Background: an optimization exercise with open tools, aiming at small area. Do not read the settings as production practice.
RTL that was checked went through simulation tests only; none was proved equivalent to the original.
For run 2, only the layout was checked, not whether the RTL still works.
Power figures rest on the tool's default switching activity, not on a simulated workload.

$ cat flow/run.sh
#!/bin/bash
# synth_recipe.tcl (not shown) runs the flow's synth.tcl, then flattens the netlist and writes it again
# the make line also repeats each setting of config.mk as NAME=value (left out here)
make -C /OpenROAD-flow-scripts/flow DESIGN_CONFIG=/design/flow/config.mk WORK_HOME=/design/flow/orfs CLKGATE_MAP_FILE= SYNTH_SCRIPT=/design/flow/synth_recipe.tcl finish
$ cat flow/config.mk
export PLATFORM = sky130hd
export DESIGN_NAME = Paddle_Top
export DESIGN_NICKNAME = Paddle_Top
export VERILOG_FILES = /design/flow/design.v
export SDC_FILE = /design/flow/constraint.sdc
export NUM_CORES = 4
export LEC_CHECK = 0
export CAP_MARGIN = 20
export CORE_MARGIN = 2
export CORE_UTILIZATION = 40
export CTS_BUF_LIST = sky130_fd_sc_hd__clkbuf_4
export PLACE_DENSITY = 0.6
export SLEW_MARGIN = 20
$ cat flow/constraint.sdc
create_clock -name core_clock -period 8.0 [get_ports {i_Clk}]
set_input_delay 1.6000 -clock core_clock [delete_from_list [all_inputs] [get_ports {i_Clk}]]
set_output_delay 1.6000 -clock core_clock [all_outputs]
set_load 0.01 [all_outputs]
$ cat flow/design.v
module Paddle_Top
(input i_Clk,
input i_Rst,
input i_Switch_1,
input i_Switch_2,
input i_Switch_3,
input i_Switch_4,
input i_UART_RX,
output o_UART_TX,
output o_Segment1_A,
output o_Segment1_B,
output o_Segment1_C,
output o_Segment1_D,
output o_Segment1_E,
output o_Segment1_F,
output o_Segment1_G,
output o_Segment2_A,
output o_Segment2_B,
output o_Segment2_C,
output o_Segment2_D,
output o_Segment2_E,
output o_Segment2_F,
output o_Segment2_G,
output o_VGA_HSync,
output o_VGA_VSync,
output o_VGA_Red_0,
output o_VGA_Red_1,
output o_VGA_Red_2,
output o_VGA_Green_0,
output o_VGA_Green_1,
output o_VGA_Green_2,
output o_VGA_Blue_0,
output o_VGA_Blue_1,
output o_VGA_Blue_2);
    localparam [14:0] B_END = 1, B_MASK = 32767;
    localparam [14:0] B_KR = 31360, B_KWO = 29952, B_KS = 31330, B_KW = 29892;
    localparam [10:0] P_END = 913, P_MASK = 1499, P_W0 = 451;
    localparam [7:0] R_END = 72, R_MASK = 237, R_S0 = 84, R_SH = 142;
    localparam [7:0] T_END = 72, T_MASK = 237, T_S0 = 84, T_L = 213;
    function [9:0] inc10;
        input [9:0] x;
        input ci;
        integer i;
        reg c;
        begin
            c = ci;
            for (i = 0; i < 10; i = i + 1) begin
                inc10[i] = x[i] ^ c;
                c = c & x[i];
            end
        end
    endfunction
    function [5:0] step6;      
        input [5:0] x;
        input up;
        integer i;
        reg c;
        begin
            c = 1'b1;
            for (i = 0; i < 6; i = i + 1) begin
                step6[i] = x[i] ^ c;
                c = c & (x[i] ~^ up);
            end
        end
    endfunction
    function [4:0] step5;
        input [4:0] x;
        input up;
        integer i;
        reg c;
        begin
            c = 1'b1;
            for (i = 0; i < 5; i = i + 1) begin
                step5[i] = x[i] ^ c;
                c = c & (x[i] ~^ up);
            end
        end
    endfunction
    function [3:0] inc4;
        input [3:0] x;
        integer i;
        reg c;
        begin
            c = 1'b1;
            for (i = 0; i < 4; i = i + 1) begin
                inc4[i] = x[i] ^ c;
                c = c & x[i];
            end
        end
    endfunction
    function [6:0] sub6;       
        input [5:0] a;
        input [4:0] b;
        integer i;
        reg c;
        reg [5:0] nb;
        begin
            c = 1'b1;
            nb = ~{1'b0, b};
            for (i = 0; i < 6; i = i + 1) begin
                sub6[i] = a[i] ^ nb[i] ^ c;
                c = (a[i] & nb[i]) | (c & (a[i] ^ nb[i]));
            end
            sub6[6] = ~c;
        end
    endfunction
    reg [9:0] r_H;
    reg [9:0] r_V;
    wire w_H_end = r_H[9] & r_H[8] & (&r_H[4:0]);    
    wire w_V_end = r_V[9] & r_V[3] & r_V[2];         
    always @(posedge i_Clk) begin
        if (i_Rst) begin
            r_H <= 10'd799;
            r_V <= 10'd524;
        end else begin
            r_H <= w_H_end ? 10'd0 : inc10(r_H, 1'b1);
            r_V <= (w_H_end & w_V_end) ? 10'd0 : inc10(r_V, w_H_end);
        end
    end
    assign o_VGA_HSync = ~(r_H[9] & ~r_H[8] & r_H[7] & (r_H[6:4] != 3'd0) & (r_H[6:4] != 3'd7));
    assign o_VGA_VSync = ~(&r_V[8:5] & ~r_V[4] & r_V[3] & ~r_V[2] & r_V[1]);
    reg [3:0] r_rn;
    reg [7:0] r_ru;
    reg r_rbit;
    reg [7:0] r_Byte;        
    wire w_rev = ((r_ru ^ R_END) & R_MASK) == 8'd0;
    wire [7:0] w_ru_step = {r_ru[6:0], r_ru[7] ^ (r_ru[3] | r_ru[4])};
    wire w_RX_DV = w_rev & (r_rn == 4'd15);
    always @(posedge i_Clk) begin
        if (i_Rst)
            r_rn <= 4'd0;
        else case (r_rn)
            4'd0: r_rn <= i_UART_RX ? 4'd0 : 4'd1;
            4'd1: if (w_rev) r_rn <= i_UART_RX ? 4'd0 : 4'd2;
            4'd2: if (w_rev) r_rn <= 4'd8;
            4'd3: r_rn <= 4'd0;
            4'd15: if (w_rev) r_rn <= 4'd3;
            default: if (w_rev) r_rn <= inc4(r_rn);
        endcase
        if (r_rn == 4'd0)
            r_ru <= R_SH;
        else if (w_rev)
            r_ru <= R_S0;
        else
            r_ru <= w_ru_step;
        if (w_rev)
            r_rbit <= i_UART_RX;
        if (i_Rst)
            r_Byte <= 8'd0;
        else if (r_rn[3])
            r_Byte[r_rn[2:0]] <= r_rbit;
    end
    wire w_Ready = (r_Byte == 8'h0d);
    wire w_Quit = (r_Byte == 8'h71);
    reg r_Quit;
    always @(posedge i_Clk)
        r_Quit <= w_Quit;
    wire w_Reset = w_Quit & ~r_Quit;
    reg [3:0] r_tm;
    reg [7:0] r_tu;
    reg r_TX;
    wire w_tev = ((r_tu ^ T_END) & T_MASK) == 8'd0;
    wire [7:0] w_tu_step = {r_tu[6:0], r_tu[7] ^ (r_tu[3] | r_tu[4])};
    always @(posedge i_Clk) begin
        if (i_Rst) begin
            r_tm <= 4'd0;
            r_TX <= 1'b1;
        end else case (r_tm)
            4'd0: if (w_RX_DV) r_tm <= 4'd1;
            4'd1: begin r_tm <= 4'd8; r_TX <= 1'b0; end
            4'd2: if (w_tev) begin r_tm <= 4'd3; r_TX <= 1'b1; end
            4'd3: if (w_tev) r_tm <= 4'd0;
            4'd15: if (w_tev) begin r_tm <= 4'd2; r_TX <= r_Byte[7]; end
            default: if (w_tev) begin r_tm <= inc4(r_tm); r_TX <= r_Byte[r_tm[2:0]]; end
        endcase
        if (r_tm == 4'd0)
            r_tu <= T_L;
        else if (w_tev)
            r_tu <= T_S0;
        else
            r_tu <= w_tu_step;
    end
    assign o_UART_TX = r_TX;
    localparam [127:0] SEG_TAB = 128'h474f3d4e1f777b7f705f5b33796d307e;
    wire [6:0] w_Seg1 = ~SEG_TAB[{r_Byte[7:4], 3'b000} +: 7];
    wire [6:0] w_Seg2 = ~SEG_TAB[{r_Byte[3:0], 3'b000} +: 7];
    assign {o_Segment1_A, o_Segment1_B, o_Segment1_C, o_Segment1_D,
            o_Segment1_E, o_Segment1_F, o_Segment1_G} = w_Seg1;
    assign {o_Segment2_A, o_Segment2_B, o_Segment2_C, o_Segment2_D,
            o_Segment2_E, o_Segment2_F, o_Segment2_G} = w_Seg2;
    localparam G_RESET = 3'd0;    
    localparam G_RESP  = 3'd1;    
    localparam G_START = 3'd2;    
    localparam G_OUT   = 3'd3;    
    localparam G_MOVE  = 3'd4;    
    localparam G_WAIT  = 3'd5;    
    localparam G_MOVEO = 3'd6;    
    localparam G_WAITO = 3'd7;    
    reg [2:0] r_G;
    reg r_Done;                   
    reg [14:0] r_BC;
    wire w_bev = ((r_BC ^ B_END) & B_MASK) == 15'd0;
    wire [14:0] w_BC_step = {r_BC[13:0], r_BC[14] ^ r_BC[13]};
    wire w_Play = r_G[2] | (r_G[1] & r_G[0]);
    reg [5:0] r_BH;
    reg [4:0] r_BV;
    reg [1:0] r_Dir;
    reg [4:0] r_PL, r_PR;
    wire w_Out = (~r_BH[0] & ~r_BH[1] & r_BH[2] & ~r_BH[3] & ~r_BH[4]) |
                 (r_BH[0] & r_BH[1] & r_BH[5]);
    wire w_AtL = ~r_BH[1] & r_BH[2] & ~r_BH[3] & ~r_BH[4];               
    wire w_AtR = r_BH[1] & r_BH[5];                                       
    wire w_AtT = ~r_BH[0] & ~r_BH[1] & r_BH[2] & ~r_BH[3] & ~r_BV[2];     
    wire w_AtB = r_BH[0] & ~r_BH[3] & r_BH[4] & r_BV[2];                  
    wire w_FrontL = ~r_PL[4] & r_PL[3] & (r_PL[2:0] != 3'd0);             
    wire w_CornL = r_Dir[1] ? (r_PL == 5'd16) : (r_PL == 5'd8);
    wire w_FrontR = ~r_PR[4] & r_PR[3] & (r_PR[2:0] != 3'd7);             
    wire w_CornR = r_Dir[1] ? (r_PR == 5'd15) : (r_PR == 5'd7);
    wire w_FlipH = (w_AtL & (w_FrontL | w_CornL)) | (w_AtR & (w_FrontR | w_CornR));
    wire w_FlipV = w_AtT | w_AtB | (w_AtL & w_CornL) | (w_AtR & w_CornR);
    wire [1:0] w_NDir = r_Dir ^ {w_FlipV, w_FlipH};
    always @(posedge i_Clk) begin
        if (i_Rst | w_Reset)
            r_G <= G_RESET;
        else case (r_G)
            G_RESET: r_G <= w_Ready ? G_START : (r_Done ? G_RESP : G_RESET);
            G_RESP:  r_G <= w_Ready ? G_START : G_RESP;
            G_START: if (w_bev) r_G <= G_MOVE;
            G_OUT:   if (r_Done) r_G <= G_START;
            G_MOVE:  r_G <= w_Out ? G_WAITO : G_WAIT;
            G_WAIT:  if (w_bev) r_G <= G_MOVE;
            G_MOVEO: r_G <= G_OUT;
            default: if (w_bev) r_G <= G_MOVEO;
        endcase
        if (!i_Rst) begin
            if (!w_Play)
                r_Done <= 1'b0;
            else if (r_G == G_OUT && w_bev)
                r_Done <= 1'b1;
        end
        if (r_G == G_RESET || r_G == G_RESP || (r_G == G_OUT && w_bev))
            r_BC <= B_KR;
        else if (r_G == G_START && w_bev)
            r_BC <= B_KS;
        else if (r_G == G_WAIT && w_bev)
            r_BC <= B_KW;
        else if (r_G == G_WAITO && w_bev)
            r_BC <= B_KWO;
        else
            r_BC <= w_BC_step;
        if (!w_Play) begin
            r_BH <= 6'd6;
            r_BV <= 5'd14;
            r_Dir <= 2'b01;
        end else if (r_G == G_MOVE && !w_Out) begin
            r_Dir <= w_NDir;
            r_BH <= step6(r_BH, w_NDir[0]);
            r_BV <= step5(r_BV, w_NDir[1]);
        end
    end
    wire w_PInit = !w_Play || (r_G == G_OUT && r_Done);
    reg [1:0] r_LS, r_RS;         
    reg r_LUp, r_RUp;
    reg [10:0] r_LC, r_RC;
    wire w_Lev = ((r_LC ^ P_END) & P_MASK) == 11'd0;
    wire w_Rev = ((r_RC ^ P_END) & P_MASK) == 11'd0;
    always @(posedge i_Clk) begin
        if (i_Rst) r_LUp <= 1'b0;
        else if (i_Switch_1) r_LUp <= 1'b1;
        else if (i_Switch_2) r_LUp <= 1'b0;
        if (i_Rst) r_RUp <= 1'b0;
        else if (i_Switch_3) r_RUp <= 1'b1;
        else if (i_Switch_4) r_RUp <= 1'b0;
        if (!w_Play) r_LS <= 2'd0;
        else case (r_LS)
            2'd0: r_LS <= (i_Switch_1 ^ i_Switch_2) ? 2'd1 : 2'd0;
            2'd1: if (w_Lev) r_LS <= r_LUp ? 2'd2 : 2'd3;
            default: r_LS <= 2'd0;
        endcase
        if (!w_Play) r_RS <= 2'd0;
        else case (r_RS)
            2'd0: r_RS <= (i_Switch_3 ^ i_Switch_4) ? 2'd1 : 2'd0;
            2'd1: if (w_Rev) r_RS <= r_RUp ? 2'd2 : 2'd3;
            default: r_RS <= 2'd0;
        endcase
        r_LC <= (r_LS == 2'd1) ? {r_LC[9:0], r_LC[10] ^ r_LC[8]} : P_W0;
        r_RC <= (r_RS == 2'd1) ? {r_RC[9:0], r_RC[10] ^ r_RC[8]} : P_W0;
        if (w_PInit) r_PL <= 5'd11;
        else if ((r_LS == 2'd2 && r_PL != 5'd0) || (r_LS == 2'd3 && r_PL != 5'd23))
            r_PL <= step5(r_PL, r_LS[0]);
        if (w_PInit) r_PR <= 5'd11;
        else if ((r_RS == 2'd2 && r_PR != 5'd0) || (r_RS == 2'd3 && r_PR != 5'd23))
            r_PR <= step5(r_PR, r_RS[0]);
    end
    wire w_HSubLast = &r_H[3:0];
    wire w_BallPix = (r_G[2] | r_G[1]) &
                     (r_H[9:4] == r_BH) & ~w_HSubLast &
                     (r_V[9:4] == {1'b0, r_BV}) & (r_V[3:0] != 4'd0);
    wire w_PadCol = (r_H[8:4] == 5'd3) | ((r_H[8:4] == 5'd4) & ~w_HSubLast);
    wire [4:0] w_PadRow = r_H[9] ? r_PR : r_PL;
    wire [6:0] w_K = sub6(r_V[9:4], w_PadRow);
    wire w_PadPix = (r_G != G_RESET) & w_PadCol & (w_K[6:3] == 4'd0) & (w_K[2:0] != 3'd7) &
                    ~((w_K[2:0] == 3'd0) & (r_V[3:0] == 4'd0));
    reg r_Draw;
    always @(posedge i_Clk)
        r_Draw <= w_BallPix | w_PadPix;
    assign o_VGA_Red_0 = r_Draw;
    assign o_VGA_Red_1 = r_Draw;
    assign o_VGA_Red_2 = r_Draw;
    assign o_VGA_Green_0 = r_Draw;
    assign o_VGA_Green_1 = r_Draw;
    assign o_VGA_Green_2 = r_Draw;
    assign o_VGA_Blue_0 = r_Draw;
    assign o_VGA_Blue_1 = r_Draw;
    assign o_VGA_Blue_2 = r_Draw;
endmodule
==> notes.md, run 1 <==
outcome -> finished clean
Setup Viol. Count Final -> 0
first-pass GRT wire length -> 23400 um
routed vias -> 5171
final non-filler cell area -> 0.00739 sq mm
clock latency on the worst-skew pair -> 0.55 ns
clk sink count -> 126
port buffer count -> 32
CTS root buf -> clkbuf_4
relative slew slack -> 44.0%
GP Congestion -> 0.780
core area -> 0.0165 sq mm
1st-pass router iterations -> 5
PnR Total Power -> 1550 uW
P&R area growth vs syn -> 9.80%
distinct cell type count after synthesis -> 78
post-synthesis adder-cell area fraction -> 9.56%
Fin Setup TNS -> 0 ns
Seq cells post-synth -> 126
antenna violations before repair -> 1
WP data arrival -> 2.54 ns
row count -> 47
setup repair after global routing missed its margin -> false
Final Hold Vio Count -> 0
syn_nets -> 810
die area -> 0.0179 sq mm
final WL -> 13400 um
top layer in use -> met4
Initial Util -> 40.7%
Place WS -> 4.28 ns
R2R depth -> 13
TritonCTS Buffers -> 17
Hold EP -> r_tu[2]
Worst-path clk slew -> 0.11 ns
worst min path class -> flop to flop
Max clock buf depth -> 2
XOR/XNOR Fraction of Synth Area -> 4.43%
Max Fanout on Critical Path -> 7
FILL cells -> 1576
# hold bufs at CTS -> 0
max cap viols -> 0
Synth Area in Compound Gates -> 11.5%
Worst EP required -> 6.40 ns
fin crit period -> 4.14 ns
placed cell area -> 0.00709 sq mm
total setup buffers inserted after CTS -> 0
H-Tree Depth -> 4
most frequent cells in the layout -> dfxtp_1 (124), nand2_1 (68), nor2_1 (56)
R2R Path Start -> r_H[9]
Leak -> 0.00287 uW
most common cell after layout, fill and taps aside -> dfxtp_1
fin crit share -> 51.7%
nets -> 813
Final Util -> 44.7%
min setup slack post-route -> 3.86 ns
die height -> 134 um
mux cell area share after synthesis -> 5.75%
number of flops mapped to enable cells by yosys -> 2
Post-Synthesis Cells -> 754
met1 wire length -> 6640 um
Avg Synthesized Cell Area -> 8.92 sq um
main combinational cell family by area after synthesis -> simple AND/OR/NAND/NOR gates
FF-to-FF setup slack -> 4.32 ns
post-CTS sizing -> 0
Slew @ Worst Pin -> 0.837 ns
per-cell routed wire length -> 13.5 um
hold depth -> 1
ys async rst share -> 0%
GRT Total Usage -> 16.1%
max-slew violations -> 0
Multi-input gate area -> 0.00382 sq mm
Iteration-0 DRC Markers -> 347
grt ovf -> 0
TritonCTS clock tree -> done
DR WL met3 -> 406 um
sequential area share after synthesis -> 37.8%
warnings from Yosys -> 1
ANT nets after route -> 0
Synth Area in Simple Gates -> 25.6%
Mapped Area -> 0.00673 sq mm
HPWL after DPL -> 9870 um
vias in the first global route -> 4862
pwr/cell area -> 210 mW/mm^2
die width -> 134 um
WL met2 -> 6190 um
Sequential Area -> 0.00254 sq mm
largest net degree at the start of global routing -> 23
reg-to-reg endpoint -> r_Draw
share of cells above drive strength 1 -> 8.18%
drt via density -> 5.22
skew final -> 0.0174 ns
Max VDD drop -> 0.128 mV
Setup CP Type -> flop to output port
hold path startpoint -> r_tu[1]
# DRC -> 0
CP Capture Type -> output port
I/O pins -> 33
f_max -> 242 MHz
type of origin of the critical path -> flop
top_reg_cell synth -> dfxtp_1
==> worst max-delay path by stage <==
stage / start / endpoint / slack [ns]
6_report: r_Byte[1] / o_Segment2_A / 3.86
5_1_grt: r_Byte[5] / o_Segment1_A / 3.69
4_1_cts: r_Byte[1] / o_Segment2_A / 3.80
3_5_place_dp: i_Rst / r_G[1] / 4.28
3_3_place_gp: i_Rst / r_G[1] / 4.38
2_1_floorplan: r_H[9] / r_Draw / 4.52
==> registers in the layout (all words and copies together) (netlist names), 3 cells and up <==
name and cells:
r_tm 4, r_V 10, r_G 3, r_PR 5, r_ru 8, r_PL 5, r_tu 8, r_Byte 8
r_RC 11, r_BV 5, r_BC 15, r_BH 6, r_LC 11, r_rn 4, r_H 10
==> stage by stage <==
stage,std cells,hold WS (ns)
6_report,991,0.417
5_1_grt,991,0.440
4_1_cts,990,0.419
3_5_place_dp,958,0.404
3_3_place_gp,958,0.391
2_1_floorplan,754,0.386
==> critical path, cell delays in order, from the launching register on <==
cell and delay [ns]:
dfxtp_1 0.37, inv_1 0.14, ha_1 0.30, nor2b_1 0.09, or3b_2 0.46, o21ai_0 0.08
clkdlybuf4s50_1 0.56
==> layer usage <==
layer | global-route usage [%] | vias up
met4 | 5.97 | 0
li1 | - | 2651
met1 | 21.3 | 2431
met5 | 0 | -
met3 | 3.96 | 12
met2 | 25.6 | 77
==> report_power, final <==
part / switching [uW] / internal (uW) / total, uW
Clock: 234 / 224 / 458
Combinational: 181 / 147 / 328
Sequential: 68.4 / 700 / 768
Total: 483 / 1070 / 1550
==> cells by family (layout without fill, tap and decap cells) <==
group	count (synthesis)	after routing
fa+ha+maj	49	49
simple gates	312	312
other cells	0	1
flops	126	126
buf+inv	81	97
xor+xnor	34	34
compound gates	119	119
mux	33	33
==> final cells by class <==
type                    count  share of cell area [%]
flip-flops and latches    126                    34.4
clock buffers              20                    2.03
diodes                      1                  0.0339
well taps                 220                    3.73
clock inverters            12                    1.95
multi-input cells         547                    51.8
repair buffers             33                    4.44
inverters                  32                    1.63
==> synthesized netlist by cell type (8+ instances only) <==
cell type    n  area share [%]
a21oi_1     30             2.2
nand3_1     17             1.3
nor2_1      56             3.1
dfxtp_1    124              37
ha_1        45             8.4
mux2i_1     24             3.6
o21ai_0     31             2.3
nor2b_1     12             1.1
buf_4        9             1.0
nand2b_1    22             2.0
nor4_1       8            0.74
and2_1      24             2.2
xor2_1      17             2.2
and3_1      16             1.5
clkbuf_1    31             1.7
xnor2_1     17             2.2
inv_1       31             1.7
nor3_1      25             1.9
nand2_1     68             3.8
==> run 2, diff against run 1 <==
--- a/flow/design.v
+++ b/flow/design.v
@@ -37,73 +37,6 @@
     localparam [10:0] P_END = 913, P_MASK = 1499, P_W0 = 451;
     localparam [7:0] R_END = 72, R_MASK = 237, R_S0 = 84, R_SH = 142;
     localparam [7:0] T_END = 72, T_MASK = 237, T_S0 = 84, T_L = 213;
-    function [9:0] inc10;
-        input [9:0] x;
-        input ci;
-        integer i;
-        reg c;
-        begin
-            c = ci;
-            for (i = 0; i < 10; i = i + 1) begin
-                inc10[i] = x[i] ^ c;
-                c = c & x[i];
-            end
-        end
-    endfunction
-    function [5:0] step6;      
-        input [5:0] x;
-        input up;
-        integer i;
-        reg c;
-        begin
-            c = 1'b1;
-            for (i = 0; i < 6; i = i + 1) begin
-                step6[i] = x[i] ^ c;
-                c = c & (x[i] ~^ up);
-            end
-        end
-    endfunction
-    function [4:0] step5;
-        input [4:0] x;
-        input up;
-        integer i;
-        reg c;
-        begin
-            c = 1'b1;
-            for (i = 0; i < 5; i = i + 1) begin
-                step5[i] = x[i] ^ c;
-                c = c & (x[i] ~^ up);
-            end
-        end
-    endfunction
-    function [3:0] inc4;
-        input [3:0] x;
-        integer i;
-        reg c;
-        begin
-            c = 1'b1;
-            for (i = 0; i < 4; i = i + 1) begin
-                inc4[i] = x[i] ^ c;
-                c = c & x[i];
-            end
-        end
-    endfunction
-    function [6:0] sub6;       
-        input [5:0] a;
-        input [4:0] b;
-        integer i;
-        reg c;
-        reg [5:0] nb;
-        begin
-            c = 1'b1;
-            nb = ~{1'b0, b};
-            for (i = 0; i < 6; i = i + 1) begin
-                sub6[i] = a[i] ^ nb[i] ^ c;
-                c = (a[i] & nb[i]) | (c & (a[i] ^ nb[i]));
-            end
-            sub6[6] = ~c;
-        end
-    endfunction
     reg [9:0] r_H;
     reg [9:0] r_V;
     wire w_H_end = r_H[9] & r_H[8] & (&r_H[4:0]);    
@@ -113,8 +46,8 @@
             r_H <= 10'd799;
             r_V <= 10'd524;
         end else begin
-            r_H <= w_H_end ? 10'd0 : inc10(r_H, 1'b1);
-            r_V <= (w_H_end & w_V_end) ? 10'd0 : inc10(r_V, w_H_end);
+            r_H <= w_H_end ? 10'd0 : r_H + 10'd1;
+            r_V <= (w_H_end & w_V_end) ? 10'd0 : r_V + {9'd0, w_H_end};
         end
     end
     assign o_VGA_HSync = ~(r_H[9] & ~r_H[8] & r_H[7] & (r_H[6:4] != 3'd0) & (r_H[6:4] != 3'd7));
@@ -135,7 +68,7 @@
             4'd2: if (w_rev) r_rn <= 4'd8;
             4'd3: r_rn <= 4'd0;
             4'd15: if (w_rev) r_rn <= 4'd3;
-            default: if (w_rev) r_rn <= inc4(r_rn);
+            default: if (w_rev) r_rn <= r_rn + 4'd1;
         endcase
         if (r_rn == 4'd0)
             r_ru <= R_SH;
@@ -171,7 +104,7 @@
             4'd2: if (w_tev) begin r_tm <= 4'd3; r_TX <= 1'b1; end
             4'd3: if (w_tev) r_tm <= 4'd0;
             4'd15: if (w_tev) begin r_tm <= 4'd2; r_TX <= r_Byte[7]; end
-            default: if (w_tev) begin r_tm <= inc4(r_tm); r_TX <= r_Byte[r_tm[2:0]]; end
+            default: if (w_tev) begin r_tm <= r_tm + 4'd1; r_TX <= r_Byte[r_tm[2:0]]; end
         endcase
         if (r_tm == 4'd0)
             r_tu <= T_L;
@@ -254,8 +187,8 @@
             r_Dir <= 2'b01;
         end else if (r_G == G_MOVE && !w_Out) begin
             r_Dir <= w_NDir;
-            r_BH <= step6(r_BH, w_NDir[0]);
-            r_BV <= step5(r_BV, w_NDir[1]);
+            r_BH <= w_NDir[0] ? r_BH + 6'd1 : r_BH - 6'd1;
+            r_BV <= w_NDir[1] ? r_BV + 5'd1 : r_BV - 5'd1;
         end
     end
     wire w_PInit = !w_Play || (r_G == G_OUT && r_Done);
@@ -286,11 +219,11 @@
         r_LC <= (r_LS == 2'd1) ? {r_LC[9:0], r_LC[10] ^ r_LC[8]} : P_W0;
         r_RC <= (r_RS == 2'd1) ? {r_RC[9:0], r_RC[10] ^ r_RC[8]} : P_W0;
         if (w_PInit) r_PL <= 5'd11;
-        else if ((r_LS == 2'd2 && r_PL != 5'd0) || (r_LS == 2'd3 && r_PL != 5'd23))
-            r_PL <= step5(r_PL, r_LS[0]);
+        else if (r_LS == 2'd2 && r_PL != 5'd0) r_PL <= r_PL - 5'd1;
+        else if (r_LS == 2'd3 && r_PL != 5'd23) r_PL <= r_PL + 5'd1;
         if (w_PInit) r_PR <= 5'd11;
-        else if ((r_RS == 2'd2 && r_PR != 5'd0) || (r_RS == 2'd3 && r_PR != 5'd23))
-            r_PR <= step5(r_PR, r_RS[0]);
+        else if (r_RS == 2'd2 && r_PR != 5'd0) r_PR <= r_PR - 5'd1;
+        else if (r_RS == 2'd3 && r_PR != 5'd23) r_PR <= r_PR + 5'd1;
     end
     wire w_HSubLast = &r_H[3:0];
     wire w_BallPix = (r_G[2] | r_G[1]) &
@@ -298,7 +231,7 @@
                      (r_V[9:4] == {1'b0, r_BV}) & (r_V[3:0] != 4'd0);
     wire w_PadCol = (r_H[8:4] == 5'd3) | ((r_H[8:4] == 5'd4) & ~w_HSubLast);
     wire [4:0] w_PadRow = r_H[9] ? r_PR : r_PL;
-    wire [6:0] w_K = sub6(r_V[9:4], w_PadRow);
+    wire [6:0] w_K = {1'b0, r_V[9:4]} - {2'b00, w_PadRow};
     wire w_PadPix = (r_G != G_RESET) & w_PadCol & (w_K[6:3] == 4'd0) & (w_K[2:0] != 3'd7) &
                     ~((w_K[2:0] == 3'd0) & (r_V[3:0] == 4'd0));
     reg r_Draw;
--- a/flow/config.mk
+++ b/flow/config.mk
@@ -5,9 +5,12 @@
 export SDC_FILE = /design/flow/constraint.sdc
 export NUM_CORES = 4
 export LEC_CHECK = 0
+export ABC_AREA = 1
 export CAP_MARGIN = 20
 export CORE_MARGIN = 2
 export CORE_UTILIZATION = 40
-export CTS_BUF_LIST = sky130_fd_sc_hd__clkbuf_4
+export CTS_BUF_LIST = sky130_fd_sc_hd__clkbuf_8
+export CTS_CLUSTER_DIAMETER = 100
+export CTS_CLUSTER_SIZE = 20
 export PLACE_DENSITY = 0.6
 export SLEW_MARGIN = 20
==> run 2 against run 1 <==
Net effect:
- utilization is 1.6 points higher
- worst hold slack got worse by 0.0053 ns
- clock power up 17%
- via count grew 14%
- sequential power rose by 2%
- register-to-register slack improved by 0.78 ns
- still clean on timing, DRC and antenna
- routed wire length up 11%
- sequential share of layout area fell by 1.6 points
- non-clock buffer count rose by 1
- sequential cell count unchanged
- count of clock-buffer cells in the layout decreased by 2
- setup slack better by 0.31 ns
- largest cell class unchanged
==> notes.md, run 2 <==
outcome -> finished clean
FILL cells -> 1729 (+9.7%)
CP max stage delay -> 0.56 ns (about the same)
total setup buffers inserted after CTS -> 0 (unchanged)
routed vias -> 5917 (+14%)
GP Congestion -> 0.867 (+11%)
nets -> 1024 (+26%)
Int Power -> 1130 uW (+5.3%)
top_reg_cell synth -> dfxtp_1
Max Fanout on Critical Path -> 9 (+2)
combinational share of power -> 24.2% (+3.1 points)
CP Capture Type -> output port
Net Switching -> 618 uW (+28%)
clk sink count -> 126 (unchanged)
GRT Total Usage -> 17.8% (+1.7 points)
Slowest-stage cell, CP -> clkdlybuf4s50_1
# DRC -> 0 (unchanged)
f_max -> 261 MHz (+8.0%)
worst min path class -> flop to flop
Post-synth top cells -> inv_1 (147), nand2_1 (142), dfxtp_1 (124), nor2_1 (98), o21ai_0 (67)
die width -> 135 um (+0.99%)
fin crit share -> 47.9% (-3.9 points)
Fin Setup TNS -> 0 ns (unchanged)
Setup Viol. Count Final -> 0 (unchanged)
Max clock buf depth -> 2 (unchanged)
Worst EP required -> 6.40 ns (about the same)
Slew @ Worst Pin -> 0.632 ns (-0.206 ns)
most common cell after layout, fill and taps aside -> inv_1
Iteration-0 DRC Markers -> 378 (+8.9%)
Leak -> 0.00336 uW (+17%)
antenna cells -> 0 (-1)
Initial Util -> 41.1% (+0.39 points)
grt met3 use -> 4.24% (+0.28 points)
antenna violations before repair -> 0 (-1)
Worst-path clk slew -> 0.08 ns (-0.03 ns)
distinct cell type count after synthesis -> 54 (-31%)
post-CTS sizing -> 0 (unchanged)
first-pass GRT wire length -> 26400 um (+12%)
Mapped Area -> 0.00687 sq mm (+2.0%)
port buffer count -> 32 (unchanged)
CTS root buf -> clkbuf_8
max cap viols -> 0 (unchanged)
I/O pins -> 33 (unchanged)
final WL -> 14900 um (+11%)
syn_nets -> 992 (+22%)
share of cells above drive strength 1 -> 8.55% (+0.37 points)
sequential area share after synthesis -> 37.0% (-0.76 points)
1st-pass router iterations -> 5 (unchanged)
top flop regs -> r_BC x15, r_LC x11, r_RC x11
Post-Synthesis Cells -> 938 (+24%)
row count -> 47 (unchanged)
largest net degree at the start of global routing -> 19 (-17%)
Final Hold Vio Count -> 0 (unchanged)
worst hold slack -> 0.412 ns (-0.00526 ns)
P&R area growth vs syn -> 12.7%
setup repair after global routing missed its margin -> false
max reg flops -> 15 (unchanged)
vias in the first global route -> 5534 (+14%)
Max VDD drop -> 0.141 mV (+10%)
per-cell routed wire length -> 12.4 um (-8.2%)
type of origin of the critical path -> flop
warnings from Yosys -> 1 (unchanged)
H-Tree Depth -> 4 (unchanged)
clock power share -> 30.7% (+1.2 points)
die area -> 0.0182 sq mm (+2.0%)
# hold bufs at CTS -> 0 (unchanged)
TritonCTS clock tree -> done
drt via density -> 4.92 (-5.7%)
ANT nets after route -> 0 (unchanged)
post-synth top area share -> 36.2% (-0.74 points)
HPWL after DPL -> 11300 um (+15%)
Setup CP Type -> flop to output port
relative slew slack -> 57.5% (+13 points)
Avg Synthesized Cell Area -> 7.32 sq um (-18%)
met2 Usage GRT -> 26.8% (+1.2 points)
ys async rst share -> 0% (unchanged)
Seq cells post-synth -> 126 (unchanged)
met1 Usage GRT -> 25.6% (+4.3 points)
pwr/cell area -> 226 mW/mm^2 (+7.3%)
WP data arrival -> 2.23 ns (-0.31 ns)
skew final -> 0.00964 ns (-0.00771 ns)
fin crit period -> 3.83 ns (-0.308 ns)
main area contributors after synthesis -> dfxtp_1 (36%), inv_1 (8.0%), ha_1 (7.8%), nand2_1 (7.8%), nor2_1 (5.4%)
sequential share of power -> 45.1% (-4.3 points)
number of flops mapped to enable cells by yosys -> 2 (unchanged)
core area -> 0.0167 sq mm (+1.1%)
Net Sw Frac -> 35.4% (+4.3 points)
die height -> 135 um (+0.99%)
most frequent cells in the layout -> inv_1 (147), nand2_1 (142), dfxtp_1 (124)
TritonCTS Buffers -> 17 (unchanged)
largest reg by FF count -> r_BC
max-slew violations -> 0 (unchanged)
crit-path cells -> clkinv_1 -> nor3_1 -> inv_1 -> o21ai_0 -> clkdlybuf4s50_1
grt ovf -> 0 (unchanged)
top-count cell post-synth -> inv_1
clock latency on the worst-skew pair -> 0.44 ns (-0.11 ns)
busiest grt layer -> met2
leading area contributor after synthesis -> dfxtp_1
## run 2: kinds of logic after synthesis
group	after synthesis	share of synthesized area, %
xor+xnor	21	2.79
simple gates	383	25.6
flops	126	37.0
compound gates	182	15.2
mux	1	0.146
buf+inv	178	10.3
fa+ha+maj	47	9.00
## run 2: metal layers
layer	share of wire (%)	vias up	wire length, um
li1	-	3144	-
met1	52	2647	7750
met2	43	114	6410
met3	4.2	12	625
met4	1.0	0	155
met5	0	-	0
## run 2: final timing paths
kind	start	end	slack [ns]	depth (start not counted)
setup / recovery	r_Byte[3]	o_Segment2_F	4.17	5
hold / removal	r_tu[1]	r_tu[2]	0.41	1
setup reg to reg	r_H[0]	r_V[6]	5.10	15
hold reg to reg	r_tu[1]	r_tu[2]	0.41	1
## run 2: critical path: cells and delay by family (launching register included)
kind | cells | cell delay [ns]
AOI/OAI and AO/OA | 1 | 0.09
buffers and inverters | 3 | 0.94
DFF | 1 | 0.46
and+or+nand+nor | 1 | 0.31
## run 2: metrics by stage
step           setup slack [ns]  total power (uW)  cells  utilization, %  area (sq um)
6_report                   4.17              1750   1202            46.3          7740
2_1_floorplan              5.25              1110    938               -          6870
3_5_place_dp               4.64              1220   1171            44.1          7360
3_3_place_gp               4.68              1220   1171            44.1          7360
4_1_cts                    4.14              1760   1202            46.3          7740
5_1_grt                    3.92              1880   1202            46.3          7740
## run 2: area by class of cell
| cell class | instances | area, sq um | share of cell area, % |
|---|---|---|---|
| multi-input combinational | 634 | 3620 | 46.7 |
| clock inverter | 13 | 131 | 1.70 |
| inverter | 157 | 589 | 7.62 |
| sequential | 126 | 2540 | 32.9 |
| tap | 220 | 275 | 3.56 |
| timing repair buffer | 34 | 335 | 4.33 |
| clock buffer | 18 | 248 | 3.20 |
## run 2: power by group through the flow
stage / Combinational (uW) / Clock [uW] / Sequential (uW)
after floorplan: 334 / 0 / 771
after global placement: 422 / 0 / 801
after detailed placement: 421 / 0 / 802
after CTS: 425 / 552 / 787
after global routing: 495 / 582 / 800
final: 423 / 536 / 787

re-timing with driven ports:
In the flow no input, the clock included, has a driving cell. The finished layouts below were timed again as built, in two steps. Step 1, drivers: a clkbuf_16 drives i_Clk and a buf_2 each remaining input, both assumed. Step 2 also shifts input and output timing later by t, the mid clock arrival at the registers, as if the neighbouring blocks saw the same clock. Slacks: ideal ports / drivers / drivers and shift; pairs: ideal ports / drivers.
run	shift t [ns]	setup slack, ns	worst setup path at the end
run 1	0.570	3.863 / 3.830 / 4.321	register to register
run 2	0.469	4.172 / 4.136 / 4.605	register to output
After both steps every run listed still meets setup and hold.
